This design comes from an exercise in tuning for small area and a short achievable clock period on the open sky130 flow, not from production work.
In this exercise RTL edits were held to simulation tests only and were not proved equivalent to the original.
Power figures rest on the tool's default switching activity, not on a simulated workload.

<file path="flow/config.mk">
export PLATFORM = sky130hd
export DESIGN_NAME = RISCV_pipeline
export DESIGN_NICKNAME = RISCV_pipeline
export VERILOG_FILES = /design/flow/design.v
export SDC_FILE = /design/flow/constraint.sdc
export NUM_CORES = 4
export LEC_CHECK = 0
export CAP_MARGIN = 20
export CORE_MARGIN = 2
export CORE_UTILIZATION = 40
export SLEW_MARGIN = 20
</file>
<file path="flow/constraint.sdc">
create_clock -name core_clock -period 16.0 [get_ports {clk}]
set_input_delay 3.2000 -clock core_clock [delete_from_list [all_inputs] [get_ports {clk}]]
set_output_delay 3.2000 -clock core_clock [all_outputs]
set_load 0.01 [all_outputs]
</file>
<file path="flow/design.v">
module RISCV_pipeline ( input rst, input clk,
    output [5:0] mem_addr, output mem_we, output [31:0] mem_wdata, input [31:0] mem_rdata );
reg  [31:0] pc;
reg  [5:0]  addr_q;
reg  [31:0] d_pc, d_inst;                  
reg         x_br, x_mr, x_mw, x_regwr, x_jal, x_jalr;    
reg  [1:0]  x_mtoreg;
reg         x_op10;
reg         x_a_pc, x_a_m, x_a_wv, x_a_wp, x_a_r;        
reg         x_b_i, x_b_wv, x_b_wp, x_b_m, x_b_r;         
reg  [31:0] x_pc, x_r1, x_r2;
reg  [10:0] x_imm_lo;                      
reg         x_imm_s;                       
reg         x_imm_hi;                      
reg  [2:0]  x_f3;
reg         x_in30;
reg  [4:0]  x_shamt, x_rd;
reg         m_br, m_mr, m_mw, m_regwr, m_jal, m_jalr;    
reg  [1:0]  m_mtoreg;
reg  [2:0]  m_f3;
reg  [31:0] m_alu, m_r2;
reg  [4:0]  m_rd;
reg         w_regwr, w_00;                 
reg  [4:0]  w_rd;
reg  [31:0] w_val;
reg         rst_q;
wire flush    = m_jal | m_jalr | m_br;
wire bubble_f = m_mr | flush;
wire ecall    = ~bubble_f & ~mem_rdata[20] & (mem_rdata[6:0] == 7'b1110011);
wire stall;
wire pc_en    = ~stall & ~m_mr & ~ecall;
wire [31:0] sum;
wire [31:0] pc_seq = pc + 32'd4;
wire [31:0] pc_tgt = m_jal  ? sum :
                     m_jalr ? {sum[31:1], 1'b0} :
                     m_br   ? m_alu : pc_seq;
wire [31:0] pc_nx  = pc_en ? pc_tgt : pc;
always @(posedge clk or posedge rst)
  if (rst) pc <= 32'd0; else pc <= pc_nx;
always @(posedge clk or posedge rst)
  if (rst) d_inst <= 32'd0;
  else if (!stall) d_inst <= bubble_f ? 32'h00000033 : mem_rdata;
always @(posedge clk)
  if (!stall) d_pc <= pc;
wire [31:0] wb = w_00 ? pc_seq : w_val;
reg  [31:2] s_q;
always @(posedge clk) s_q <= pc_en ? pc[31:2] + 30'd2 : pc_seq[31:2];
wire [31:0] pc4_f = {s_q, pc[1:0]};
wire [4:0] op  = d_inst[6:2];
wire [4:0] rs1 = d_inst[19:15];
wire [4:0] rs2 = d_inst[24:20];
wire [4:0] rd  = d_inst[11:7];
reg c_br, c_mr, c_mw, c_alusrc, c_regwr, c_jal, c_jalr, c_op10;
reg [1:0] c_mtoreg;
always @* begin
  {c_br, c_mr, c_mw, c_alusrc, c_regwr, c_jal, c_jalr, c_op10} = 8'd0;
  c_mtoreg = 2'b00;
  case (op)
    5'b01100: begin c_mtoreg = 2'b01; c_op10 = 1; c_regwr = 1; end                  
    5'b00000: begin c_mr = 1; c_mtoreg = 2'b10; c_alusrc = 1; c_regwr = 1; end      
    5'b01000: begin c_mw = 1; c_alusrc = 1; end                                     
    5'b11000: begin c_br = 1; end                                                   
    5'b11011: begin c_mtoreg = 2'b01; c_alusrc = 1; c_regwr = 1; c_jal = 1; end     
    5'b11001: begin c_alusrc = 1; c_regwr = 1; c_jalr = 1; end                      
    5'b00101: begin c_mtoreg = 2'b11; c_op10 = 1; c_alusrc = 1; c_regwr = 1; end    
    5'b01101: begin c_mtoreg = 2'b11; c_alusrc = 1; c_regwr = 1; end                
    5'b00100: begin c_mtoreg = 2'b01; c_op10 = 1; c_alusrc = 1; c_regwr = 1; end    
    default: ;
  endcase
end
assign stall = x_mr & (x_rd != 5'd0) & ((rs1 == x_rd) | (rs2 == x_rd));
wire kill = stall | flush;
wire        w_we = w_regwr & (w_rd != 5'd0);
wire [31:0] w_d  = rst_q ? 32'd0 : wb;
reg  [31:0] rf [1:31];
genvar g;
generate
  for (g = 1; g < 32; g = g + 1) begin : regs
    wire we_g = rst_q | (w_we & (w_rd == g));
    always @(posedge clk)
      if (we_g) rf[g] <= w_d;
  end
endgenerate
always @(posedge clk) rst_q <= rst;
wire byp1 = w_we & (w_rd == rs1);
wire byp2 = w_we & (w_rd == rs2);
reg [31:0] r1, r2;
integer k;
always @* begin
  r1 = {32{byp1}} & wb;
  r2 = {32{byp2}} & wb;
  for (k = 1; k < 32; k = k + 1) begin
    r1 = r1 | ({32{~byp1 & (rs1 == k)}} & rf[k]);
    r2 = r2 | ({32{~byp2 & (rs2 == k)}} & rf[k]);
  end
end
wire n_jal    = x_jal & ~flush;              
wire n_jalr   = x_jalr & ~flush;             
wire n_br     = c_br & ~kill;                
wire n_00     = (m_mtoreg == 2'b00);         
wire fa_m = x_regwr & ~flush & (x_rd != 5'd0) & (x_rd == rs1);
wire fa_w = m_regwr & (m_rd != 5'd0) & (m_rd == rs1);
wire fb_m = x_regwr & ~flush & (x_rd != 5'd0) & (x_rd == rs2);
wire fb_w = m_regwr & (m_rd != 5'd0) & (m_rd == rs2);
wire na_pc = ~n_jalr & (n_jal | n_br);
wire na_m  = ~n_jalr & ~na_pc & fa_m;
wire na_w  = ~n_jalr & ~na_pc & ~fa_m & fa_w;
wire nb_i  = ((c_alusrc | c_br) & ~kill) | n_jal | n_jalr;
wire nb_w  = ~nb_i & fb_m;                   
wire nb_m  = ~nb_i & ~fb_m & fb_w;
always @(posedge clk or posedge rst)
  if (rst) begin
    {x_br, x_mr, x_mw, x_regwr, x_jal, x_jalr, x_op10} <= 7'd0;
    x_mtoreg <= 2'b00;
    {x_a_pc, x_a_m, x_a_wv, x_a_wp, x_a_r} <= 5'd0;
    {x_b_i, x_b_wv, x_b_wp, x_b_m, x_b_r} <= 5'd0;
  end else begin
    if (kill) begin
      {x_br, x_mr, x_mw, x_regwr, x_jal, x_jalr, x_op10} <= 7'd0;
      x_mtoreg <= 2'b00;
    end else begin
      {x_br, x_mr, x_mw, x_regwr, x_jal, x_jalr, x_op10} <=
        {c_br, c_mr, c_mw, c_regwr, c_jal, c_jalr, c_op10};
      x_mtoreg <= c_mtoreg;
    end
    x_a_pc <= na_pc;
    x_a_m  <= na_m;
    x_a_wv <= na_w & ~n_00;
    x_a_wp <= na_w & n_00;
    x_a_r  <= ~na_pc & ~na_m & ~na_w;
    x_b_i  <= nb_i;
    x_b_wv <= nb_w & ~n_00;
    x_b_wp <= nb_w & n_00;
    x_b_m  <= nb_m;
    x_b_r  <= ~nb_i & ~nb_w & ~nb_m;
  end
always @(posedge clk) begin
  x_pc     <= d_pc;
  x_r1     <= r1;
  x_r2     <= r2;
  x_imm_lo <= ~d_inst[5] ? d_inst[30:20] :                            
              d_inst[6] ? {d_inst[7], d_inst[30:25], d_inst[11:8]} :    
                          {d_inst[30:25], d_inst[11:7]};                
  x_imm_s  <= d_inst[31];
  x_imm_hi <= d_inst[5] & d_inst[31];
  x_f3     <= d_inst[14:12];
  x_in30   <= d_inst[30];
  x_shamt  <= rs2;
  x_rd     <= rd;
end
wire [31:0] imm = {{19{x_imm_hi}}, x_imm_s, x_imm_s, x_imm_lo};
wire [31:0] A = ({32{x_a_pc}} & x_pc)  | ({32{x_a_m}}  & m_alu) |
                ({32{x_a_wv}} & w_val) | ({32{x_a_wp}} & pc4_f) |
                ({32{x_a_r}}  & x_r1);
wire [31:0] B = ({32{x_b_i}}  & imm)   | ({32{x_b_wv}} & w_val) |
                ({32{x_b_wp}} & pc4_f) | ({32{x_b_m}} & m_alu) |
                ({32{x_b_r}}  & x_r2);
assign sum = A + B;
wire [32:0] dif  = {1'b0, A} - {1'b0, B};
wire        sltu = dif[32];
wire        slt  = (A[31] ^ B[31]) ? A[31] : sltu;
wire        s_f001 = (x_f3 == 3'b001);
wire        left   = s_f001 & ~x_in30;
reg  [31:0] a_rev, sh_rev;
integer j;
always @* for (j = 0; j < 32; j = j + 1) a_rev[j] = A[31 - j];
wire [31:0] sh_in = left ? a_rev : A;
wire [31:0] sh    = sh_in >> x_shamt;
always @* for (j = 0; j < 32; j = j + 1) sh_rev[j] = sh[31 - j];
wire o_sum  = ~x_op10 | (x_f3 == 3'b000);
wire o_and  = x_op10 & ((x_f3 == 3'b111) | (s_f001 & x_in30));
wire o_or   = x_op10 & (x_f3 == 3'b110);
wire o_xor  = x_op10 & (x_f3 == 3'b100);
wire o_sll  = x_op10 & left;
wire o_srl  = x_op10 & (x_f3 == 3'b101);
wire o_slt  = x_op10 & (x_f3 == 3'b010);
wire o_sltu = x_op10 & (x_f3 == 3'b011);
wire [31:0] res = ({32{o_sum}} & sum)    | ({32{o_and}} & (A & B)) |
                  ({32{o_or}}  & (A | B)) | ({32{o_xor}} & (A ^ B)) |
                  ({32{o_sll}} & sh_rev) | ({32{o_srl}} & sh) |
                  {31'd0, (o_slt & slt) | (o_sltu & sltu)};
always @(posedge clk or posedge rst)
  if (rst) begin
    {m_br, m_mr, m_mw, m_regwr, m_jal, m_jalr} <= 6'd0;
    m_mtoreg <= 2'b00;
    addr_q   <= 6'd0;
  end else begin
    if (flush) begin
      {m_br, m_mr, m_mw, m_regwr, m_jal, m_jalr} <= 6'd0;
      m_mtoreg <= 2'b00;
    end else begin
      {m_br, m_mr, m_mw, m_regwr, m_jal, m_jalr} <= {x_br, x_mr, x_mw, x_regwr, x_jal, x_jalr};
      m_mtoreg <= x_mtoreg;
    end
    addr_q <= (x_mr & ~flush) ? sum[5:0] : pc_nx[7:2];
  end
always @(posedge clk) begin
  m_f3  <= x_f3;
  m_alu <= res;
  m_r2  <= x_r2;
  m_rd  <= x_rd;
end
reg [31:0] ld;
always @* begin
  case (m_f3)
    3'b000: ld = {{24{mem_rdata[7]}}, mem_rdata[7:0]};
    3'b001: ld = {{16{mem_rdata[15]}}, mem_rdata[15:0]};
    3'b100: ld = {24'd0, mem_rdata[7:0]};
    3'b101: ld = {16'd0, mem_rdata[15:0]};
    default: ld = mem_rdata;
  endcase
end
always @(posedge clk or posedge rst)
  if (rst) begin
    w_regwr <= 1'b0;
    w_00    <= 1'b1;
  end else begin
    w_regwr <= m_regwr;
    w_00    <= (m_mtoreg == 2'b00);
  end
always @(posedge clk) begin
  w_rd  <= m_rd;
  w_val <= m_mtoreg[1] ? (m_mtoreg[0] ? 32'd0 : ld) : m_alu;
end
assign mem_addr  = addr_q;
assign mem_we    = m_mw;
assign mem_wdata = m_r2;
endmodule
</file>
<file path="flow/run.sh">
#!/bin/bash
# synth_recipe.tcl (not shown) runs the flow's synth.tcl, then flattens the netlist and writes it again
# the make line also repeats each setting of config.mk as NAME=value (left out here)
make -C /OpenROAD-flow-scripts/flow DESIGN_CONFIG=/design/flow/config.mk WORK_HOME=/design/flow/orfs CLKGATE_MAP_FILE= SYNTH_SCRIPT=/design/flow/synth_recipe.tcl finish
</file>
==> results of run 1 <==
synthesized netlist by cell type (98+ instances only):
cell	instances
a221oi_1	243
inv_1	133
clkbuf_1	197
a22oi_1	542
nand2_1	397
a21oi_1	106
buf_2	117
ha_1	98
nor2_1	220
dfxtp_1	263
nand3_1	157
nand4_1	181
a22o_1	207
o21ai_0	153
edfxtp_1	1024
power by group through the flow:
| stage | logic (mW) | registers [mW] | clock network [mW] |
|---|---|---|---|
| floorplan | 1.85 | 5.45 | 0 |
| global placement | 3.13 | 5.89 | 0 |
| detailed placement | 3.14 | 5.90 | 0 |
| CTS | 3.16 | 5.83 | 3.44 |
| global route | 3.43 | 5.95 | 3.57 |
| finish | 3.32 | 5.93 | 3.44 |
metal layers:
metal | routed length, microns | track usage [%] | share of wire [%]
met4 | 31700 | 30.4 | 10
met1 | 101000 | 44.9 | 33
met3 | 49100 | 14.3 | 16
met2 | 125000 | 53.0 | 41
met5 | 373 | 1.63 | 0.12
final timing paths:
| path | start | endpoint | slack, ns |
|---|---|---|---|
| max reg2reg | x_a_wv | pc[23] | 10.97 |
| min reg2reg | d_pc[13] | x_pc[13] | 0.34 |
| max in group asynchronous | rst | pc[14] | 11.88 |
| min in group asynchronous | rst | d_inst[16] | 2.93 |
| max | mem_rdata[20] | s_q[22] | 10.43 |
| min | d_pc[13] | x_pc[13] | 0.34 |
cell families after synthesis:
kind of cell / Yosys count / share of synthesized area [%]
flip-flops: 1384 / 61.3
adder cells (fa/ha/maj): 99 / 1.99
multiplexers: 110 / 2.49
XOR/XNOR: 114 / 1.59
AO/OA/AOI/OAI: 1577 / 19.3
buffers and inverters: 507 / 3.50
AND/OR/NAND/NOR: 1219 / 9.83
state kept, by name, indices dropped and copies added (netlist names), 31 cells and up, named ones only:
register  flops
d_pc         32
m_alu        32
m_r2         32
pc           31
rf          992
w_val        32
x_pc         32
x_r1         32
x_r2         32
layout make-up:
class                      instances  area (sq um)
fill                           14000         84800
tap                             2058          2570
multi-input combinational       3119         22800
inverter                         136           513
clock inverter                    64           699
timing repair buffer             260          2130
sequential                      1384         38400
clock buffer                     200          4060
antenna                           13          32.5
metrics by stage:
| step | total power [mW] | setup slack [ns] | instances | util (%) | cell area [sq um] |
|---|---|---|---|---|---|
| 2_1_floorplan | 7.30 | 10.27 | 5010 | - | 62700 |
| 3_3_place_gp | 9.02 | 9.64 | 6957 | 42.6 | 66500 |
| 3_5_place_dp | 9.04 | 9.68 | 6957 | 42.6 | 66500 |
| 4_1_cts | 12.4 | 10.50 | 7221 | 45.6 | 71200 |
| 5_1_grt | 13.0 | 10.21 | 7223 | 45.7 | 71200 |
| 6_report | 12.7 | 10.43 | 7234 | 45.7 | 71300 |
==> results.toml, run 1 <==
[floorplanning]
die_width_microns = 400
die_y_microns = 400
design.core.area_sq_um = 156000
die_area_sq_um = 160000
initial_cell_density_of_the_core_pct = 40.2
pin_count = 73
num_rows = 145

[setup_path]
worstPathRequired_ns = 16.69
timing.reg2reg.worst_path_depth = 13
worst_path_max_delay_cell = "nor2b_1"
timing.critical_path.buf_inv = 2
timing.critical_path.depth = 11
path_max_fanout = 28
arrival_ns = 6.25
cp_top_family = "simple AND/OR/NAND/NOR gates"
timing_worst_setup_path_type = "primary input to flop"
setup.worst_path.start_class = "primary input"
critPathCaptureType = "flop"
cp_slowest_stage_delay_ns = 0.74
timing.critical_path.cells = "clkdlybuf4s50_1 > nor2_1 > nand3_1 > nor4_1 > a31oi_1 > and2_1 > buf_4 > mux2i_1 > nor2b_1 > nand4_1 > xnor2_1"

[cts]
clk_root_buffer_cell = "clkbuf_16"
post_cts.resized_instances = 0
cts-htree-levels = 4
cts_tree = "done"
cts-hold-fix-buffers = 0
cts-root-to-sink-buffers = 3
worst_skew_pair.late_latency_ns = 0.81
postCtsSetupRepairBufs = 0
cts_num_sinks = 1384
clk_pin_slew_ns = 0.06
cts_inserted_buffers = 144

[final_layout]
most_used_cells_in_the_layout_excluding_fill_and_tap_cells = "1024 x edfxtp_1, 542 x a22oi_1, 397 x nand2_1"
fin_nets = 5178
post_route_cells_drive_above_1_share_pct = 11.4
areaGrowthSynthToFinish_pct = 13.6
layout_commonest_cell = "edfxtp_1"

[power_and_ir_drop]
ir_drop_mv = 0.0998
pwr-share-comb_pct = 26.2
netSwitchingPower_mw = 4.65
power_density_nw_per_um2 = 178
power.internal_mw = 8.04
power_frac_seq_pct = 46.7
power.static_leakage_nw = 25.4
clockPowerShare_pct = 27.1
switching_share_pct = 36.6

[global_route]
overflow_left_after_global_routing = 0
grt_max_degree = 65
grt_pass1_vias = 49900
number_of_antenna_violations_at_the_first_check_in_global_routing = 10
grt_pass1_wl_microns = 411000
globalRouteTotalUtil_pct = 37.4

[min_path]
type_of_the_most_critical_hold_path = "flop to flop"
hold_critical_path_depth = 0

[drt]
drt_iter0_markers = 12200
route.vias.total = 53900
detail_route.drc_violations = 0
drt_wl_total_microns = 307000
dr.pass1.iters = 14
postRouteAntennaNets = 0
wl_per_cell_microns = 42.4
routed_via_density = 7.45

[logic_synthesis]
synth.top_cell.area_share_pct = 49.0
synthCells = 5010
postSynthNetCount = 5143
synth_top_cell_by_area = "edfxtp_1"
async_flop_share_pct = 7.01
yosysUniqueCellTypes = 94
postSynth.topFlopCell = "edfxtp_1"
synth_enable_flop_cells = 1024
ys_top_cells_by_area = "edfxtp_1 49%, dfxtp_1 8.4%, a22oi_1 6.5%"
postSynthAreaPerCell_sq_um = 12.5
synth_seq_area_share_pct = 61.3
mappedNetlistArea_sq_um = 62700
synth.ff_latch_count = 1384
ys_warn_count = 2

[timing]
timing.clock.skew_ns = 0.0500
grt_setup_unrepaired = "false"
hold_ws_ns = 0.337
worst_slew_margin_rel_pct = 16.9
fin_crit_sh_pct = 34.8
timing.fmax_mhz = 180
setup_tns_ns = 0
final_period_minus_worst_setup_slack_ns = 5.57
finalMaxSlewViolations = 0
finalHoldViolations = 0
max_slew.worst_pin.slew_ns = 1.25
setup-violations-final = 0

[run_status]
result_of_the_run = "complete, no violations"

[run]
timing.max_cap.violations = 0

[placement]
io_buffers = 72
place.detailed.hpwl_microns = 171000
place_congestion = 1.02
==> inputs of run 2 (changes only) <==
--- a/flow/design.v
+++ b/flow/design.v
@@ -184,5 +184,4 @@
     {m_br, m_mr, m_mw, m_regwr, m_jal, m_jalr} <= 6'd0;
     m_mtoreg <= 2'b00;
-    addr_q   <= 6'd0;
   end else begin
     if (flush) begin
@@ -193,6 +192,7 @@
       m_mtoreg <= x_mtoreg;
     end
-    addr_q <= (x_mr & ~flush) ? sum[5:0] : pc_nx[7:2];
-  end
+  end
+always @(posedge clk)
+  addr_q <= rst ? 6'd0 : (x_mr & ~flush) ? sum[5:0] : pc_nx[7:2];
 always @(posedge clk) begin
   m_f3  <= x_f3;
==> flow/flow/run.sh (new file) <==
#!/bin/bash
# The standard layout (standard.sh), with three changes to how it is made:
#  - the port buffers are buf_4 (buffer_ports otherwise picks a slow delay cell);
#  - timing repair may change a cell's footprint when it upsizes;
#  - timing repair aims for more setup slack than the clock period needs.
# The design, its synthesis, the clock and the constraints are the standard flow's own.
# make's full output goes to standard.log in this folder.
set -euo pipefail
bash standard.sh \
  MATCH_CELL_FOOTPRINT=0 \
  SETUP_SLACK_MARGIN=11.5 \
  "BUFFER_PORTS_ARGS=-buffer_cell sky130_fd_sc_hd__buf_4" \
  finish > standard.log 2>&1
==> flow/standard.sh (new file) <==
#!/bin/bash
# synth_recipe.tcl (not shown) runs the flow's synth.tcl, then flattens the netlist and writes it again
# the make line also repeats each setting of config.mk as NAME=value (left out here)
make -C /OpenROAD-flow-scripts/flow DESIGN_CONFIG=/design/flow/config.mk WORK_HOME=/design/flow/orfs CLKGATE_MAP_FILE= SYNTH_SCRIPT=/design/flow/synth_recipe.tcl "${@:-finish}"
--- a/flow/config.mk
+++ b/flow/config.mk
@@ -8,4 +8,6 @@
 export CAP_MARGIN = 20
 export CORE_MARGIN = 2
-export CORE_UTILIZATION = 40
+export CORE_UTILIZATION = 55
+export CTS_CLUSTER_DIAMETER = 70
+export CTS_CLUSTER_SIZE = 30
 export SLEW_MARGIN = 20
removed: flow/run.sh
==> results.toml, run 2 <==
[run_status]
result_of_the_run = "complete, no violations"

[logic_synthesis]
synth_seq_area_share_pct = 61.0
mappedNetlistArea_sq_um = 63000
post-synth-top-count-cell = "edfxtp_1"
ys_warn_count = 2
yosysUniqueCellTypes = 81
postSynth.topFlopCell = "edfxtp_1"
postSynthNetCount = 5342
postSynthAreaPerCell_sq_um = 12.1
synth_top_cell_by_area = "edfxtp_1"
ys_top_cells_by_area = "edfxtp_1 49%, dfxtp_1 8.6%, a22oi_1 6.8%"
synthCells = 5209
synth_enable_flop_cells = 1024
synth.top_cells.by_count = "1024 x edfxtp_1, 569 x a22oi_1, 496 x nand2_1"
async_flop_share_pct = 6.58
synth.ff_latch_count = 1384
synth.top_cell.area_share_pct = 48.8

[power_and_ir_drop]
ir_drop_mv = 0.148
power.static_leakage_nw = 25.3
power_density_nw_per_um2 = 172
power.total_mw = 12.1

[timing]
worst_slew_margin_rel_pct = 12.8
hold_ws_ns = 0.331
finalHoldViolations = 0
grt_setup_unrepaired = "true"
fin_crit_sh_pct = 28.6
setup_tns_ns = 0
crit_path_setup_slack_layout_ns = 11.43
setup-violations-final = 0
max_slew.worst_pin.slew_ns = 1.31
timing.fmax_mhz = 219
timing.clock.skew_ns = 0.0594
final_period_minus_worst_setup_slack_ns = 4.57
finalMaxSlewViolations = 0

[floorplanning]
pin_count = 73
num_rows = 124
die_y_microns = 342
die_width_microns = 342
initial_cell_density_of_the_core_pct = 55.3
die_area_sq_um = 117000
design.core.area_sq_um = 114000

[placement]
place_congestion = 1.04
placement.setup.worst_slack_ns = 10.32
io_buffers = 72
place.detailed.hpwl_microns = 180000

[min_path]
hold_critical_path_depth = 0
hold_path.startpoint = "d_pc[3]"
min_delay_worst_endpoint = "x_pc[3]"
type_of_the_most_critical_hold_path = "flop to flop"

[cts]
cts-root-to-sink-buffers = 3
cts_tree = "done"
cts_num_sinks = 1384
cts_inserted_buffers = 89
cts-htree-levels = 3
clk_pin_slew_ns = 0.11
clk_root_buffer_cell = "clkbuf_16"
cts-hold-fix-buffers = 0
worst_skew_pair.late_latency_ns = 0.75

[setup_path]
cpMostUsedCell = "buf_4"
timing.reg2reg.worst_path_depth = 12
arrival_ns = 5.11
path_max_fanout = 20
timing_worst_setup_path_type = "flop to flop"
timing.rr.start = "d_inst[23]"
timing.critical_path.buf_inv = 4
critPathCaptureType = "flop"
ff2ff_setup_slack_ns = 11.43
worst_path_max_delay_cell = "nor4_1"
setup.worst_path.start_class = "flop"
cp_top_family = "buffers and inverters"
reg2reg_to = "x_r2[17]"
cp_slowest_stage_delay_ns = 0.67
timing.critical_path.cells = "xor2_1 > a2111oi_2 > clkbuf_8 > and2_1 > buf_6 > nor3_2 > buf_4 > buf_4 > a221oi_1 > nand3_1 > nor4_1 > o21ai_0"
worstPathRequired_ns = 16.53

[final_layout]
fin_nets = 5323
areaGrowthSynthToFinish_pct = 11.6
post_route_cells_drive_above_1_share_pct = 13.1
most_used_cells_in_the_layout_excluding_fill_and_tap_cells = "1024 x edfxtp_1, 568 x a22oi_1, 488 x nand2_1"
layout_commonest_cell = "edfxtp_1"
top_register = "rf"
largest_reg_flops = 992

[run]
timing.max_cap.violations = 0

[drt]
detail_route.drc_violations = 0
wl_per_cell_microns = 45.5
drt_wl_total_microns = 309000
dr.pass1.iters = 15
postRouteAntennaNets = 0
drt_iter0_markers = 13600
route.vias.total = 55700
routed_via_density = 8.20

[global_route]
global_route.usage.met1_pct = 62.3
globalRouteTotalUtil_pct = 51.6
grt_pass1_vias = 50300
overflow_left_after_global_routing = 0
grt.met3_usage_pct = 22.6
number_of_antenna_violations_at_the_first_check_in_global_routing = 14
global_route.usage.met2_pct = 73.5
grt_max_degree = 66
grt_pass1_wl_microns = 415000
busiest_layer = "met2"
## run 2: where the power goes
group | internal (mW) | switching (mW) | total, mW
registers | 5.02 | 0.819 | 5.84
logic | 1.05 | 2.44 | 3.49
clock network | 1.21 | 1.54 | 2.75
total | 7.28 | 4.80 | 12.1
## run 2: cell type report
| class | instances | area [sq um] |
|---|---|---|
| tap | 1512 | 1890 |
| antenna | 12 | 30.0 |
| clock inverter | 75 | 1200 |
| multi-input combinational | 3292 | 23600 |
| fill | 8888 | 43600 |
| timing repair buffer | 291 | 2340 |
| inverter | 132 | 499 |
| clock buffer | 92 | 2280 |
| sequential | 1384 | 38400 |
## run 2: per-layer routing
metal  vias to the layer above  part of all wire, %  wire [microns]
li1                      20700                    -               -
met1                     26500                   31           96900
met2                      6579                   41          126000
met3                      1881                   18           55100
met4                        20                   10           30900
met5                         -                 0.12             356
## run 2: worst max path at each step
stage / startpoint / end / cells after the start
CTS: x_a_wv / m_alu[26] / 14
global placement: mem_rdata[3] / s_q[14] / 9
global route: x_a_wv / pc[31] / 12
detailed placement: mem_rdata[3] / s_q[20] / 9
floorplan: rst / addr_q[0] / 2
finish: d_inst[23] / x_r2[17] / 12
## run 2: logic make-up after synthesis
| kind of cell | count (synthesis) | synth area share (%) |
|---|---|---|
| AO/OA/AOI/OAI | 1594 | 19.4 |
| AND/OR/NAND/NOR | 1386 | 10.6 |
| flip-flops | 1384 | 61.0 |
| buffers and inverters | 533 | 3.28 |
| XOR/XNOR | 116 | 1.61 |
| adder cells (fa/ha/maj) | 99 | 1.98 |
| multiplexers | 97 | 2.14 |
## run 2: per-stage QoR
step	instance area [sq um]	util [%]	std cells
final	70300	61.7	6790
after global routing	70300	61.7	6778
after CTS	70000	61.4	6768
after detailed placement	66400	58.3	6597
after global placement	66300	58.3	6596
after floorplan	63200	-	5209
## run 2: repair_timing
action                                  CTS  global route
buffers inserted                          4             7
cloned                                    0             2
pin swaps                                 5             5
endpoints found under the setup margin   44            45
gates resized for setup                  16            27
==> inputs of run 3 (changes only) <==
--- a/flow/design.v
+++ b/flow/design.v
@@ -7,6 +7,6 @@
 reg  [1:0]  x_mtoreg;
 reg         x_op10;
-reg         x_a_pc, x_a_m, x_a_wv, x_a_wp, x_a_r;        
-reg         x_b_i, x_b_wv, x_b_wp, x_b_m, x_b_r;         
+reg         x_a_pc, x_a_m, x_a_w, x_a_r;        
+reg         x_b_i, x_b_w, x_b_m, x_b_r;         
 reg  [31:0] x_pc, x_r1, x_r2;
 reg  [10:0] x_imm_lo;                      
@@ -44,7 +44,5 @@
   if (!stall) d_pc <= pc;
 wire [31:0] wb = w_00 ? pc_seq : w_val;
-reg  [31:2] s_q;
-always @(posedge clk) s_q <= pc_en ? pc[31:2] + 30'd2 : pc_seq[31:2];
-wire [31:0] pc4_f = {s_q, pc[1:0]};
+wire [31:0] pc4_nx = pc_en ? {pc[31:2] + 30'd2, pc[1:0]} : pc_seq;
 wire [4:0] op  = d_inst[6:2];
 wire [4:0] rs1 = d_inst[19:15];
@@ -98,5 +96,4 @@
 wire n_jalr   = x_jalr & ~flush;             
 wire n_br     = c_br & ~kill;                
-wire n_00     = (m_mtoreg == 2'b00);         
 wire fa_m = x_regwr & ~flush & (x_rd != 5'd0) & (x_rd == rs1);
 wire fa_w = m_regwr & (m_rd != 5'd0) & (m_rd == rs1);
@@ -113,6 +110,6 @@
     {x_br, x_mr, x_mw, x_regwr, x_jal, x_jalr, x_op10} <= 7'd0;
     x_mtoreg <= 2'b00;
-    {x_a_pc, x_a_m, x_a_wv, x_a_wp, x_a_r} <= 5'd0;
-    {x_b_i, x_b_wv, x_b_wp, x_b_m, x_b_r} <= 5'd0;
+    {x_a_pc, x_a_m, x_a_w, x_a_r} <= 4'd0;
+    {x_b_i, x_b_w, x_b_m, x_b_r} <= 4'd0;
   end else begin
     if (kill) begin
@@ -126,10 +123,8 @@
     x_a_pc <= na_pc;
     x_a_m  <= na_m;
-    x_a_wv <= na_w & ~n_00;
-    x_a_wp <= na_w & n_00;
+    x_a_w  <= na_w;
     x_a_r  <= ~na_pc & ~na_m & ~na_w;
     x_b_i  <= nb_i;
-    x_b_wv <= nb_w & ~n_00;
-    x_b_wp <= nb_w & n_00;
+    x_b_w  <= nb_w;
     x_b_m  <= nb_m;
     x_b_r  <= ~nb_i & ~nb_w & ~nb_m;
@@ -150,10 +145,8 @@
 end
 wire [31:0] imm = {{19{x_imm_hi}}, x_imm_s, x_imm_s, x_imm_lo};
-wire [31:0] A = ({32{x_a_pc}} & x_pc)  | ({32{x_a_m}}  & m_alu) |
-                ({32{x_a_wv}} & w_val) | ({32{x_a_wp}} & pc4_f) |
-                ({32{x_a_r}}  & x_r1);
-wire [31:0] B = ({32{x_b_i}}  & imm)   | ({32{x_b_wv}} & w_val) |
-                ({32{x_b_wp}} & pc4_f) | ({32{x_b_m}} & m_alu) |
-                ({32{x_b_r}}  & x_r2);
+wire [31:0] A = ({32{x_a_pc}} & x_pc) | ({32{x_a_m}} & m_alu) |
+                ({32{x_a_w}}  & w_val) | ({32{x_a_r}} & x_r1);
+wire [31:0] B = ({32{x_b_i}}  & imm)   | ({32{x_b_w}} & w_val) |
+                ({32{x_b_m}}  & m_alu) | ({32{x_b_r}} & x_r2);
 assign sum = A + B;
 wire [32:0] dif  = {1'b0, A} - {1'b0, B};
@@ -221,5 +214,5 @@
 always @(posedge clk) begin
   w_rd  <= m_rd;
-  w_val <= m_mtoreg[1] ? (m_mtoreg[0] ? 32'd0 : ld) : m_alu;
+  w_val <= m_mtoreg[1] ? (m_mtoreg[0] ? 32'd0 : ld) : (m_mtoreg[0] ? m_alu : pc4_nx);
 end
 assign mem_addr  = addr_q;
==> results.toml, run 3 <==
[cts]
clk_root_buffer_cell = "clkbuf_16"
cts-htree-levels = 3
cts_num_sinks = 1352
cts_tree = "done"
worst_skew_pair.late_latency_ns = 0.76
clk_pin_slew_ns = 0.10
cts_inserted_buffers = 87
cts-root-to-sink-buffers = 3
postCtsSetupRepairBufs = 0

[power_and_ir_drop]
power_density_nw_per_um2 = 174
power.static_leakage_nw = 24.7
ir_drop_mv = 0.136

[drt]
drt_wl_total_microns = 306000
postRouteAntennaNets = 0
wl_per_cell_microns = 46.2
route.vias.total = 55200
detail_route.drc_violations = 0
dr.pass1.iters = 12
routed_via_density = 8.33
drt_iter0_markers = 12300

[timing]
fin_crit_sh_pct = 29.7
setup-violations-final = 0
final_period_minus_worst_setup_slack_ns = 4.75
worst_slew_margin_rel_pct = 4.61
setup_tns_ns = 0
timing.fmax_mhz = 211
finalHoldViolations = 0
grt_setup_unrepaired = "true"
max_slew.worst_pin.slew_ns = 1.42
timing.clock.skew_ns = 0.0514
finalMaxSlewViolations = 0

[floorplanning]
die_area_sq_um = 116000
pin_count = 73
initial_cell_density_of_the_core_pct = 55.5
num_rows = 123
die_y_microns = 341
die_width_microns = 341
design.core.area_sq_um = 113000

[run]
timing.max_cap.violations = 0

[logic_synthesis]
synth_seq_area_share_pct = 60.4
ys_top_cells_by_area = "edfxtp_1 49%, dfxtp_1 7.6%, a22oi_1 7.2%"
synth_enable_flop_cells = 1024
mappedNetlistArea_sq_um = 62600
synthCells = 5069
async_flop_share_pct = 6.58
yosysUniqueCellTypes = 86
postSynth.topFlopCell = "edfxtp_1"
synth.top_cells.by_count = "1024 x edfxtp_1, 602 x a22oi_1, 394 x nand2_1"
postSynthAreaPerCell_sq_um = 12.3
postSynthNetCount = 5202
synth.top_cell.area_share_pct = 49.1
synth_top_cell_by_area = "edfxtp_1"
post-synth-top-count-cell = "edfxtp_1"
synth.ff_latch_count = 1352
ys_warn_count = 2

[placement]
place.detailed.hpwl_microns = 180000
placement.cell_area_sq_um = 65600
place_congestion = 1.00
io_buffers = 72

[final_layout]
largest_reg_flops = 992
layout_commonest_cell = "edfxtp_1"
top_register = "rf"
areaGrowthSynthToFinish_pct = 10.6
post-route-util_pct = 61.4
fin_nets = 5163
most_used_cells_in_the_layout_excluding_fill_and_tap_cells = "1024 x edfxtp_1, 602 x a22oi_1, 393 x nand2_1"
finalInstanceArea_sq_um = 69200
post_route_cells_drive_above_1_share_pct = 12.7

[global_route]
grt_pass1_wl_microns = 412000
number_of_antenna_violations_at_the_first_check_in_global_routing = 16
grt_pass1_vias = 50400
globalRouteTotalUtil_pct = 51.5
overflow_left_after_global_routing = 0
grt_max_degree = 68

[run_status]
result_of_the_run = "complete, no violations"

[setup_path]
timing_worst_setup_path_type = "flop to flop"
cpMostUsedCell = "buf_4"
cp_slowest_stage_delay_ns = 1.11
ff2ff_setup_slack_ns = 11.25
worstPathRequired_ns = 16.59
reg2reg_to = "x_r1[31]"
path_max_fanout = 25
timing.critical_path.cells = "or2_4 > o41a_1 > buf_4 > and3_2 > buf_6 > nor3_4 > buf_4 > a22oi_1 > nand4_1 > nor2_1 > o211ai_1"
arrival_ns = 5.34
timing.critical_path.buf_inv = 3
timing.reg2reg.worst_path_depth = 11
timing.rr.start = "w_rd[3]"
critPathCaptureType = "flop"
cp_top_family = "simple AND/OR/NAND/NOR gates"
setup.worst_path.start_class = "flop"
worst_path_max_delay_cell = "nor3_4"

[min_path]
type_of_the_most_critical_hold_path = "flop to flop"
hold_path.startpoint = "d_pc[27]"
min_delay_worst_endpoint = "x_pc[27]"
hold_critical_path_depth = 0
-- run 3: changes by cell type after synthesis, moves of 33 or more --
cell,before,now
a221oi_1,168,220
nand2_1,496,394
a22o_1,145,180
clkbuf_1,316,238
a222oi_1,136,63
nand3_1,162,122
a22oi_1,569,602
buf_2,44,121
-- run 3: worst reg2reg max path, delay by kind of cell, from the launching register on --
family	cells	cell delay (ns)
and+or+nand+nor	5	1.98
AOI/OAI and AO/OA	3	0.93
buffers and inverters	3	1.21
DFF	1	0.48
-- run 3: per-layer routing --
layer	share of wire [%]	wire length [microns]	global-route usage, %
met1	31	95500	61.4
met2	40	124000	72.4
met3	18	54100	23.1
met4	11	32300	39.8
met5	0.087	267	2.17
-- run 3: how the worst max path moves through the flow --
| stage | startpoint | to | slack [ns] | depth (start not counted) |
|---|---|---|---|---|
| 6_report | w_rd[3] | x_r1[31] | 11.25 | 11 |
| 5_1_grt | pc[3] | x_r1[29] | 11.46 | 9 |
| 4_1_cts | d_inst[22] | x_r2[12] | 11.53 | 10 |
| 3_5_place_dp | mem_rdata[20] | w_val[22] | 10.88 | 9 |
| 3_3_place_gp | mem_rdata[20] | w_val[22] | 10.85 | 9 |
| 2_1_floorplan | mem_rdata[20] | w_val[22] | 11.33 | 8 |
-- run 3: through the flow --
stage / setup WS [ns] / total power, mW / hold slack, ns / cells
3_5_place_dp: 10.88 / 9.08 / 0.327 / 6440
6_report: 11.25 / 12.0 / 0.337 / 6622
2_1_floorplan: 11.33 / 7.27 / 0.323 / 5069
4_1_cts: 11.53 / 11.7 / 0.337 / 6603
5_1_grt: 11.46 / 12.3 / 0.334 / 6608
3_3_place_gp: 10.85 / 9.08 / 0.324 / 6440
-- run 3: repair_timing --
item / CTS / global route
gates resized for setup: 9 / 15
hold buffers: 0 / 0
setup endpoints to repair: 63 / 53
pin swaps: 0 / 2
-- run 3: area by class of cell --
cell class | count | area [sq um]
sequential | 1352 | 37800
timing repair buffer | 267 | 2040
clock buffer | 97 | 2320
clock inverter | 66 | 1020
tap | 1500 | 1880
antenna | 18 | 45.0
inverter | 126 | 489
fill | 8906 | 43500
multi-input combinational | 3196 | 23600
-- run 3: cell families (layout without fill, tap and decap cells) --
| family | Yosys count | in the layout | share of synthesized area (%) |
|---|---|---|---|
| DFF | 1352 | 1352 | 60.4 |
| xor gates and xnor gates | 106 | 106 | 1.48 |
| buffers and inverters | 521 | 556 | 3.40 |
| and+or+nand+nor | 1192 | 1192 | 9.37 |
| muxes | 129 | 129 | 3.14 |
| adders and majority gates | 99 | 99 | 1.99 |
| other | 0 | 18 | 0 |
| AOI/OAI and AO/OA | 1670 | 1670 | 20.3 |
-- run 3: power breakdown --
part	switching, mW	internal [mW]	leakage (nW)
registers	0.889	4.91	13.6
clock network	1.47	1.22	1.62
logic	2.48	1.08	9.46
total	4.84	7.21	24.7
==> inputs of run 4 (changes only) <==
--- a/flow/design.v
+++ b/flow/design.v
@@ -81,6 +81,16 @@
 endgenerate
 always @(posedge clk) rst_q <= rst;
-wire byp1 = w_we & (w_rd == rs1);
-wire byp2 = w_we & (w_rd == rs2);
+reg  byp1, byp2;
+wire [4:0] rs1_nx = stall ? rs1 : bubble_f ? 5'd0 : mem_rdata[19:15];
+wire [4:0] rs2_nx = stall ? rs2 : bubble_f ? 5'd0 : mem_rdata[24:20];
+wire       wwe_nx = m_regwr & (m_rd != 5'd0);
+always @(posedge clk or posedge rst)
+  if (rst) begin
+    byp1 <= 1'b0;
+    byp2 <= 1'b0;
+  end else begin
+    byp1 <= wwe_nx & (m_rd == rs1_nx);
+    byp2 <= wwe_nx & (m_rd == rs2_nx);
+  end
 reg [31:0] r1, r2;
 integer k;
--- a/flow/flow/run.sh
+++ b/flow/flow/run.sh
@@ -9,5 +9,5 @@
 bash standard.sh \
   MATCH_CELL_FOOTPRINT=0 \
-  SETUP_SLACK_MARGIN=11.5 \
+  SETUP_SLACK_MARGIN=11.6 \
   "BUFFER_PORTS_ARGS=-buffer_cell sky130_fd_sc_hd__buf_4" \
   finish > standard.log 2>&1
--- a/flow/config.mk
+++ b/flow/config.mk
@@ -9,5 +9,5 @@
 export CORE_MARGIN = 2
 export CORE_UTILIZATION = 55
-export CTS_CLUSTER_DIAMETER = 70
+export CTS_CLUSTER_DIAMETER = 60
 export CTS_CLUSTER_SIZE = 30
 export SLEW_MARGIN = 20
==> results.toml, run 4 <==
[run_status]
result_of_the_run = "complete, no violations"

[setup_path]
worstPathRequired_ns = 16.59
path_max_fanout = 29
timing.critical_path.cells = "buf_4 > nor2_1 > nand2_1 > nor2_4 > buf_4 > a221oi_1 > nand4_1 > nor3_1 > o21ai_0"
worst_path_max_delay_cell = "nor3_1"
cpMostUsedCell = "buf_4"
cp_slowest_stage_delay_ns = 0.90
timing.critical_path.buf_inv = 2
cp_top_family = "simple AND/OR/NAND/NOR gates"
timing_worst_setup_path_type = "flop to flop"
arrival_ns = 5.11
critPathCaptureType = "flop"
setup.worst_path.start_class = "flop"

[timing]
max_slew.worst_pin.slew_ns = 1.33
grt_setup_unrepaired = "true"
worst_slew_margin_rel_pct = 10.8
setup_tns_ns = 0
crit_path_setup_slack_layout_ns = 11.47
finalMaxSlewViolations = 0
final_period_minus_worst_setup_slack_ns = 4.53
timing.fmax_mhz = 221
timing.clock.skew_ns = 0.101
fin_crit_sh_pct = 28.3
finalHoldViolations = 0
setup-violations-final = 0

[cts]
cts_tree = "done"
cts_num_sinks = 1354
cts_inserted_buffers = 114
cts-htree-levels = 3
cts-root-to-sink-buffers = 3
cts-hold-fix-buffers = 0
worst_skew_pair.late_latency_ns = 0.79
clk_pin_slew_ns = 0.08
clk_root_buffer_cell = "clkbuf_16"

[placement]
place_congestion = 1.04
io_buffers = 72
place.detailed.hpwl_microns = 172000
dp_cells = 6276
placement.setup.worst_slack_ns = 10.21
placement.cell_area_sq_um = 64400

[final_layout]
final_cells = 6522
layout_commonest_cell = "edfxtp_1"
post_route_cells_drive_above_1_share_pct = 14.5
most_used_cells_in_the_layout_excluding_fill_and_tap_cells = "1024 x edfxtp_1, 377 x a221oi_1, 347 x nand2_1"
fin_nets = 5048
largest_reg_flops = 992
post-route-util_pct = 62.6
finalInstanceArea_sq_um = 69200
final.fill_count = 8649
areaGrowthSynthToFinish_pct = 13.0
top_register = "rf"

[drt]
drt_wl_total_microns = 300000
wl_per_cell_microns = 46.0
detail_route.drc_violations = 0
routed_via_density = 8.26
dr.pass1.iters = 13
drt_iter0_markers = 13000
postRouteAntennaNets = 0
route.vias.total = 53900

[global_route]
grt_pass1_wl_microns = 402000
overflow_left_after_global_routing = 0
global_route.usage.met1_pct = 61.5
grt_max_degree = 71
globalRouteTotalUtil_pct = 51.7
grt.met3_usage_pct = 22.6
busiest_layer = "met2"
grt_pass1_vias = 49100
number_of_antenna_violations_at_the_first_check_in_global_routing = 22
global_route.usage.met2_pct = 74.2

[floorplanning]
initial_cell_density_of_the_core_pct = 55.4
num_rows = 122
die_width_microns = 338
pin_count = 73
die_area_sq_um = 114000
die_y_microns = 338
design.core.area_sq_um = 111000

[logic_synthesis]
postSynthNetCount = 5042
synth_seq_area_share_pct = 61.7
post-synth-top-count-cell = "edfxtp_1"
synth.ff_latch_count = 1354
yosysUniqueCellTypes = 79
postSynthAreaPerCell_sq_um = 12.5
async_flop_share_pct = 6.72
postSynth.topFlopCell = "edfxtp_1"
synth.top_cell.area_share_pct = 50.2
synth.top_cells.by_count = "1024 x edfxtp_1, 381 x a221oi_1, 353 x nand2_1"
synth_top_cell_by_area = "edfxtp_1"
synthCells = 4909
ys_warn_count = 2
ys_top_cells_by_area = "edfxtp_1 50%, dfxtp_1 7.8%, a221oi_1 5.4%"
mappedNetlistArea_sq_um = 61300
synth_enable_flop_cells = 1024

[run]
timing.max_cap.violations = 0

[power_and_ir_drop]
ir_drop_mv = 0.136
power_density_nw_per_um2 = 178
power.static_leakage_nw = 25.0

[min_path]
type_of_the_most_critical_hold_path = "flop to flop"
==> run 4: cell types whose count changed in the layout (fill, tap and decap cells not counted), sizes merged, moves of 42 or more <==
cell,delta
nor3,-43
nor2,+62
a22o,+166
a221oi,+161
a21oi,+42
a22oi,-285
==> run 4: cell families (layout without fill, tap and decap cells) <==
group,count (synthesis),in the layout,synth area share (%)
mux,98,98,2.21
compound gates,1652,1652,20.9
fa+ha+maj,99,99,2.03
xor+xnor,112,112,1.60
buf+inv,488,595,3.01
flops,1354,1354,61.7
simple gates,1106,1106,8.50
other cells,0,18,0
==> run 4: area by class of cell <==
class,count,area [sq um],area share (%)
Antenna cell,18,45.0,0.0651
Clock buffer,120,2940,4.25
Clock inverter,97,1280,1.85
Inverter,115,440,0.636
Multi-Input combinational cell,3067,22600,32.7
Sequential cell,1354,37900,54.7
Tap cell,1488,1860,2.69
Timing Repair Buffer,263,2160,3.12
==> run 4: repair_timing <==
action                                  in CTS  in global routing
resized for setup                           72                 49
setup buffers                                2                  8
endpoints found under the setup margin      61                 71
pin swaps                                    2                  4
==> run 4: layer usage <==
layer	share of wire [%]	wire [microns]
met5	0.098	294
met3	17	51500
met1	32	94700
met2	41	122000
met4	10	31100
==> run 4: where the power goes <==
part / switching [mW] / internal (mW) / total, mW
clock: 1.57 / 1.54 / 3.11
combinational: 2.47 / 1.05 / 3.51
sequential: 0.813 / 4.91 / 5.72
total: 4.85 / 7.50 / 12.4
==> run 4: stage by stage <==
step / power [mW] / hold WS [ns]
after floorplan: 7.15 / 0.323
after global placement: 8.89 / 0.324
after detailed placement: 8.89 / 0.327
after CTS: 12.0 / 0.334
after global routing: 12.5 / 0.342
final: 12.4 / 0.330
==> run 4: worst paths after layout <==
path,from,endpoint,slack (ns),cells past startpoint
min in group asynchronous,rst,pc[7],2.65,2
min,d_pc[5],x_pc[5],0.33,0
max in group asynchronous,rst,byp1,11.98,3
min reg2reg,d_pc[5],x_pc[5],0.33,0
max,byp2,x_r2[29],11.47,9
max reg2reg,byp2,x_r2[29],11.47,9
==> inputs of run 5 (changes only) <==
--- a/flow/design.v
+++ b/flow/design.v
@@ -93,14 +93,16 @@
     byp2 <= wwe_nx & (m_rd == rs2_nx);
   end
-reg [31:0] r1, r2;
+reg [31:0] q1, q2;
 integer k;
 always @* begin
-  r1 = {32{byp1}} & wb;
-  r2 = {32{byp2}} & wb;
+  q1 = 32'd0;
+  q2 = 32'd0;
   for (k = 1; k < 32; k = k + 1) begin
-    r1 = r1 | ({32{~byp1 & (rs1 == k)}} & rf[k]);
-    r2 = r2 | ({32{~byp2 & (rs2 == k)}} & rf[k]);
-  end
-end
+    q1 = q1 | ({32{rs1 == k}} & rf[k]);
+    q2 = q2 | ({32{rs2 == k}} & rf[k]);
+  end
+end
+wire [31:0] r1 = byp1 ? wb : q1;
+wire [31:0] r2 = byp2 ? wb : q2;
 wire n_jal    = x_jal & ~flush;              
 wire n_jalr   = x_jalr & ~flush;             
==> results.toml, run 5 <==
[run_status]
result_of_the_run = "complete, no violations"

[final_layout]
post_route_cells_drive_above_1_share_pct = 13.3
top_register = "rf"
post-route-util_pct = 62.2
largest_reg_flops = 992
most_used_cells_in_the_layout_excluding_fill_and_tap_cells = "1024 x edfxtp_1, 417 x a22oi_1, 367 x nand2_1"
multi_input_combinational_cell_area_sq_um = 22800
seq_area_sq_um = 37900
final_cells = 6578
areaGrowthSynthToFinish_pct = 12.0
fin_nets = 5124
final.fill_count = 8701
finalInstanceArea_sq_um = 69000
layout_commonest_cell = "edfxtp_1"

[global_route]
global_route.usage.met1_pct = 60.3
global_route.usage.met2_pct = 71.4
number_of_antenna_violations_at_the_first_check_in_global_routing = 15
grt_pass1_vias = 48500
busiest_layer = "met2"
grt_max_degree = 66
globalRouteTotalUtil_pct = 49.9
grt_pass1_wl_microns = 397000
overflow_left_after_global_routing = 0
grt.met3_usage_pct = 21.5

[timing]
timing.fmax_mhz = 225
finalMaxSlewViolations = 0
finalHoldViolations = 0
grt_setup_unrepaired = "true"
setup_tns_ns = 0
max_slew.worst_pin.slew_ns = 1.37
setup-violations-final = 0
worst_slew_margin_rel_pct = 7.90
fin_crit_sh_pct = 27.7
final_period_minus_worst_setup_slack_ns = 4.44
timing.clock.skew_ns = 0.0654

[power_and_ir_drop]
power_frac_seq_pct = 47.3
power_density_nw_per_um2 = 177
power.static_leakage_nw = 24.9
pwr-share-comb_pct = 27.9
ir_drop_mv = 0.133
clockPowerShare_pct = 24.7
netSwitchingPower_mw = 4.83
power.internal_mw = 7.38
switching_share_pct = 39.6
power.total_mw = 12.2

[setup_path]
arrival_ns = 1.24
timing_worst_setup_path_type = "flop to output pin"
timing.critical_path.cells = "buf_6"
setup.worst_path.start_class = "flop"
cp_slowest_stage_delay_ns = 0.37
critPathCaptureType = "output pin"
cp_top_family = "flip-flops"
timing.critical_path.buf_inv = 1
path_max_fanout = 1
worst_path_max_delay_cell = "dfxtp_4"
worstPathRequired_ns = 12.80

[drt]
detail_route.drc_violations = 0
dr.pass1.iters = 10
route.vias.total = 53500
postRouteAntennaNets = 0
drt_iter0_markers = 12300
routed_via_density = 8.14
drt_wl_total_microns = 294000
wl_per_cell_microns = 44.8

[logic_synthesis]
postSynthAreaPerCell_sq_um = 12.3
synth_seq_area_share_pct = 61.4
synth_enable_flop_cells = 1024
mappedNetlistArea_sq_um = 61600
yosysUniqueCellTypes = 81
post-synth-top-count-cell = "edfxtp_1"
async_flop_share_pct = 6.72
ys_warn_count = 2
postSynth.topFlopCell = "edfxtp_1"
ys_top_cells_by_area = "edfxtp_1 50%, dfxtp_1 7.8%, a22oi_1 5.1%"
postSynthNetCount = 5152
synth.top_cell.area_share_pct = 49.9
synth.ff_latch_count = 1354
synthCells = 5019
synth.top_cells.by_count = "1024 x edfxtp_1, 417 x a22oi_1, 370 x nand2_1"
synth_top_cell_by_area = "edfxtp_1"

[placement]
placement.cell_area_sq_um = 64700
place.detailed.hpwl_microns = 170000
dp_cells = 6369
io_buffers = 72
place_congestion = 1.04

[cts]
cts_num_sinks = 1354
cts-hold-fix-buffers = 0
cts_tree = "done"
cts-root-to-sink-buffers = 3
cts-htree-levels = 3
cts_inserted_buffers = 105
clk_root_buffer_cell = "clkbuf_16"
clk_pin_slew_ns = 0.09
worst_skew_pair.late_latency_ns = 0.77

[floorplanning]
initial_cell_density_of_the_core_pct = 55.5
die_width_microns = 339
num_rows = 122
die_area_sq_um = 115000
design.core.area_sq_um = 111000
die_y_microns = 339
pin_count = 73

[min_path]
type_of_the_most_critical_hold_path = "flop to flop"

[run]
timing.max_cap.violations = 0
[run 5: path summary, 6_finish.rpt]
check / startpoint / endpoint / slack [ns] / cells after the start
setup / recovery: m_r2[25] / mem_wdata[25] / 11.56 / 1
hold / removal: d_pc[14] / x_pc[14] / 0.34 / 0
setup reg to reg: x_f3[0] / m_alu[19] / 11.65 / 9
hold reg to reg: d_pc[14] / x_pc[14] / 0.34 / 0
max in group asynchronous: rst / byp1 / 12.01 / 3
min in group asynchronous: rst / pc[7] / 2.60 / 2
[run 5: cell families (layout without fill, tap and decap cells)]
group	Yosys count	after routing	synth area share [%]
buf+inv	494	555	3.07
mux	112	112	2.57
other cells	0	10	0
simple gates	1160	1160	8.91
flops	1354	1354	61.4
fa+ha+maj	99	99	2.02
compound gates	1690	1690	20.5
xor+xnor	110	110	1.56
[run 5: metrics by stage]
step | hold slack [ns] | worst slack, ns
5_1_grt | 0.344 | 11.54
6_report | 0.339 | 11.56
3_5_place_dp | 0.327 | 10.55
4_1_cts | 0.334 | 11.56
2_1_floorplan | 0.323 | 11.05
3_3_place_gp | 0.324 | 10.55
[run 5: power by group through the flow]
stage / logic (mW) / clock network (mW) / registers, mW
after floorplan: 1.88 / 0 / 5.35
after global placement: 3.16 / 0 / 5.77
after detailed placement: 3.17 / 0 / 5.76
after CTS: 3.20 / 3.01 / 5.70
after global routing: 3.51 / 3.14 / 5.81
final: 3.41 / 3.02 / 5.78
[run 5: area by class of cell]
| cell class | count | area share, % |
|---|---|---|
| Multi-Input combinational cell | 3171 | 33.1 |
| Tap cell | 1488 | 2.70 |
| Clock inverter | 87 | 1.98 |
| Timing Repair Buffer | 249 | 2.87 |
| Sequential cell | 1354 | 54.8 |
| Antenna cell | 10 | 0.0363 |
| Inverter | 110 | 0.622 |
| Clock buffer | 109 | 3.89 |
[run 5: layer usage]
| metal | share of wire, % | vias to the layer above | wire [microns] |
|---|---|---|---|
| li1 | - | 20000 | - |
| met1 | 32 | 25700 | 93400 |
| met2 | 41 | 5963 | 121000 |
| met3 | 17 | 1809 | 49900 |
| met4 | 10 | 36 | 30000 |
| met5 | 0.16 | - | 480 |
[run 5: what timing repair did]
item                       in CTS  in global routing
buffers inserted                1                  0
setup endpoints to repair      26                 70
gates resized for setup        31                 35
pin swaps                       1                  1
==> inputs of run 6 (changes only) <==
--- a/flow/config.mk
+++ b/flow/config.mk
@@ -8,5 +8,5 @@
 export CAP_MARGIN = 20
 export CORE_MARGIN = 2
-export CORE_UTILIZATION = 55
+export CORE_UTILIZATION = 58
 export CTS_CLUSTER_DIAMETER = 60
 export CTS_CLUSTER_SIZE = 30
==> results.toml, run 6 <==
[cts]
clk_root_buffer_cell = "clkbuf_16"
worst_skew_pair.late_latency_ns = 0.77
cts-root-to-sink-buffers = 3
cts_inserted_buffers = 101
cts-hold-fix-buffers = 0
clk_pin_slew_ns = 0.08
cts_num_sinks = 1354
cts-htree-levels = 3
postCtsSetupRepairBufs = 0
cts_tree = "done"

[final_layout]
finalInstanceArea_sq_um = 68500
post_route_cells_drive_above_1_share_pct = 12.9
layout_commonest_cell = "edfxtp_1"
most_used_cells_in_the_layout_excluding_fill_and_tap_cells = "1024 x edfxtp_1, 417 x a22oi_1, 366 x nand2_1"
fin_nets = 5111
largest_reg_flops = 992
post-route-util_pct = 65.1
areaGrowthSynthToFinish_pct = 11.2
top_register = "rf"
final_cells = 6467

[global_route]
grt_pass1_vias = 49600
overflow_left_after_global_routing = 0
number_of_antenna_violations_at_the_first_check_in_global_routing = 7
grt_pass1_wl_microns = 394000
grt_max_degree = 64
globalRouteTotalUtil_pct = 52.6

[min_path]
hold_critical_path_depth = 0
type_of_the_most_critical_hold_path = "flop to flop"

[setup_path]
timing_worst_setup_path_type = "flop to output pin"
critPathCaptureType = "output pin"
path_max_fanout = 1
cp_top_family = "flip-flops"
critical_path_start = "m_mw"
timing.critical_path.depth = 1
worst_path_max_delay_cell = "dfrtp_1"
setup.worst_path.start_class = "flop"
timing.critical_path.cells = "buf_6"
ff2ff_setup_slack_ns = 11.66
timing.rr.start = "x_b_i"
timing.critical_path.buf_inv = 1
timing.reg2reg.worst_path_depth = 12
worstPathRequired_ns = 12.80
crit_path_end = "mem_we"
arrival_ns = 1.22
reg2reg_to = "pc[20]"
cp_slowest_stage_delay_ns = 0.38

[timing]
fin_crit_sh_pct = 27.6
setup-violations-final = 0
grt_setup_unrepaired = "true"
crit_path_setup_slack_layout_ns = 11.58
finalMaxSlewViolations = 3
timing.clock.skew_ns = 0.0859
worst_slew_margin_rel_pct = -7.70
final_period_minus_worst_setup_slack_ns = 4.42
max_slew.worst_pin.slew_ns = 1.60
setup_tns_ns = 0
finalHoldViolations = 0
timing.fmax_mhz = 226

[logic_synthesis]
synth_enable_flop_cells = 1024
mappedNetlistArea_sq_um = 61600
async_flop_share_pct = 6.72
synth.top_cell.area_share_pct = 49.9
postSynthAreaPerCell_sq_um = 12.3
yosysUniqueCellTypes = 81
synth_seq_area_share_pct = 61.4
synth_top_cell_by_area = "edfxtp_1"
synth.ff_latch_count = 1354
ys_top_cells_by_area = "edfxtp_1 50%, dfxtp_1 7.8%, a22oi_1 5.1%"
post-synth-top-count-cell = "edfxtp_1"
synth.top_cells.by_count = "1024 x edfxtp_1, 417 x a22oi_1, 370 x nand2_1"
synthCells = 5019
postSynth.topFlopCell = "edfxtp_1"
ys_warn_count = 2
postSynthNetCount = 5152

[floorplanning]
design.core.area_sq_um = 105000
die_width_microns = 330
die_y_microns = 330
pin_count = 73
initial_cell_density_of_the_core_pct = 58.5
die_area_sq_um = 109000
num_rows = 119

[drt]
detail_route.drc_violations = 0
wl_per_cell_microns = 44.9
drt_iter0_markers = 12200
postRouteAntennaNets = 0
drt_wl_total_microns = 290000
dr.pass1.iters = 11
routed_via_density = 8.26
route.vias.total = 53400

[placement]
dp_cells = 6264
placement.cell_area_sq_um = 64500
place.detailed.hpwl_microns = 167000
place_congestion = 1.04
io_buffers = 72
placement.setup.worst_slack_ns = 10.83

[run_status]
result_of_the_run = "finished with violations"
checkFailReasons = "max-capacitance violations, max-slew violations"

[run]
timing.max_cap.violations = 1

[power_and_ir_drop]
power_density_nw_per_um2 = 176
power.static_leakage_nw = 24.7
ir_drop_mv = 0.149
-- run 6: cells by family after synthesis --
kind of cell / Yosys count / synth area share, %
AO/OA/AOI/OAI: 1690 / 20.5
flip-flops: 1354 / 61.4
AND/OR/NAND/NOR: 1160 / 8.91
buffers and inverters: 494 / 3.07
multiplexers: 112 / 2.57
XOR/XNOR: 110 / 1.56
adder cells (fa/ha/maj): 99 / 2.02
-- run 6: final cells by class --
| type | instances | area, sq um |
|---|---|---|
| Antenna cell | 10 | 25.0 |
| Clock buffer | 106 | 2580 |
| Clock inverter | 85 | 1190 |
| Fill cell | 7910 | 36700 |
| Inverter | 110 | 429 |
| Multi-Input combinational cell | 3172 | 22900 |
| Sequential cell | 1354 | 37800 |
| Tap cell | 1391 | 1740 |
| Timing Repair Buffer | 239 | 1860 |
-- run 6: timing repair --
item,CTS,global route
setup endpoints to repair,15,25
gates resized for setup,19,31
hold endpoints to repair,0,0
gates cloned,0,1
-- run 6: worst min path at each step --
stage,from,slack [ns],to
global route,d_pc[28],0.35,x_pc[28]
finish,d_pc[22],0.34,x_pc[22]
global placement,d_pc[24],0.32,x_pc[24]
floorplan,d_pc[0],0.32,x_pc[0]
CTS,d_pc[25],0.34,x_pc[25]
detailed placement,d_pc[10],0.33,x_pc[10]
-- run 6: power breakdown --
group	internal [mW]	switching [mW]
clock network	1.37	1.51
registers	4.94	0.836
logic	1.02	2.42
-- run 6: metal layers --
| metal | wire length [microns] | track usage, % | share of wire [%] |
|---|---|---|---|
| met5 | 470 | 2.04 | 0.16 |
| met4 | 31700 | 41.2 | 11 |
| met3 | 50800 | 23.7 | 17 |
| met2 | 118000 | 74.5 | 41 |
| met1 | 89200 | 61.9 | 31 |
-- run 6: stage by stage --
stage / power, mW / hold slack [ns]
floorplan: 7.23 / 0.323
global placement: 8.92 / 0.324
detailed placement: 8.94 / 0.327
CTS: 11.7 / 0.345
global route: 12.3 / 0.347
finish: 12.1 / 0.344

## what the ideal ports hide
The results above use ideal ports. As a check the final layouts listed here were re-extracted and re-timed, cells and wires unchanged. Step 1 (the two cells are an assumption about what drives the block):
set clk [get_ports {clk}]
set_driving_cell -lib_cell sky130_fd_sc_hd__clkbuf_16 $clk
set_driving_cell -lib_cell sky130_fd_sc_hd__buf_2 [delete_from_list [all_inputs] $clk]
Step 2 times the ports against the registers' clock, not the clock port: input delays grow and output delays shrink by t, the midpoint of the rising clock arrivals with the driver on. a / b / c = ideal / step 1 / step 2; a / b = the first two.
run	t, ns	setup WS [ns]	worst setup path after step 2	clock arrival spread, ns	worst data-port slew with drivers (ns)
run 1	0.869	10.433 / 10.488 / 9.619	input to register	0.051 / 0.052	0.07
run 2	0.794	11.425 / 11.425 / 10.830	input to register	0.060 / 0.060	0.04
run 3	0.811	11.250 / 11.250 / 10.850	input to register	0.052 / 0.052	0.04
run 4	0.816	11.473 / 11.473 / 10.899	input to register	0.106 / 0.106	0.04
run 5	0.812	11.565 / 11.490 / 10.903	input to register	0.066 / 0.067	0.04
run 6	0.801	11.577 / 11.502 / 10.851	input to register	0.086 / 0.086	0.05
For run 1, which loses most, drivers alone change the setup slack by +0.055 ns; drivers and shift together by -0.814 ns.
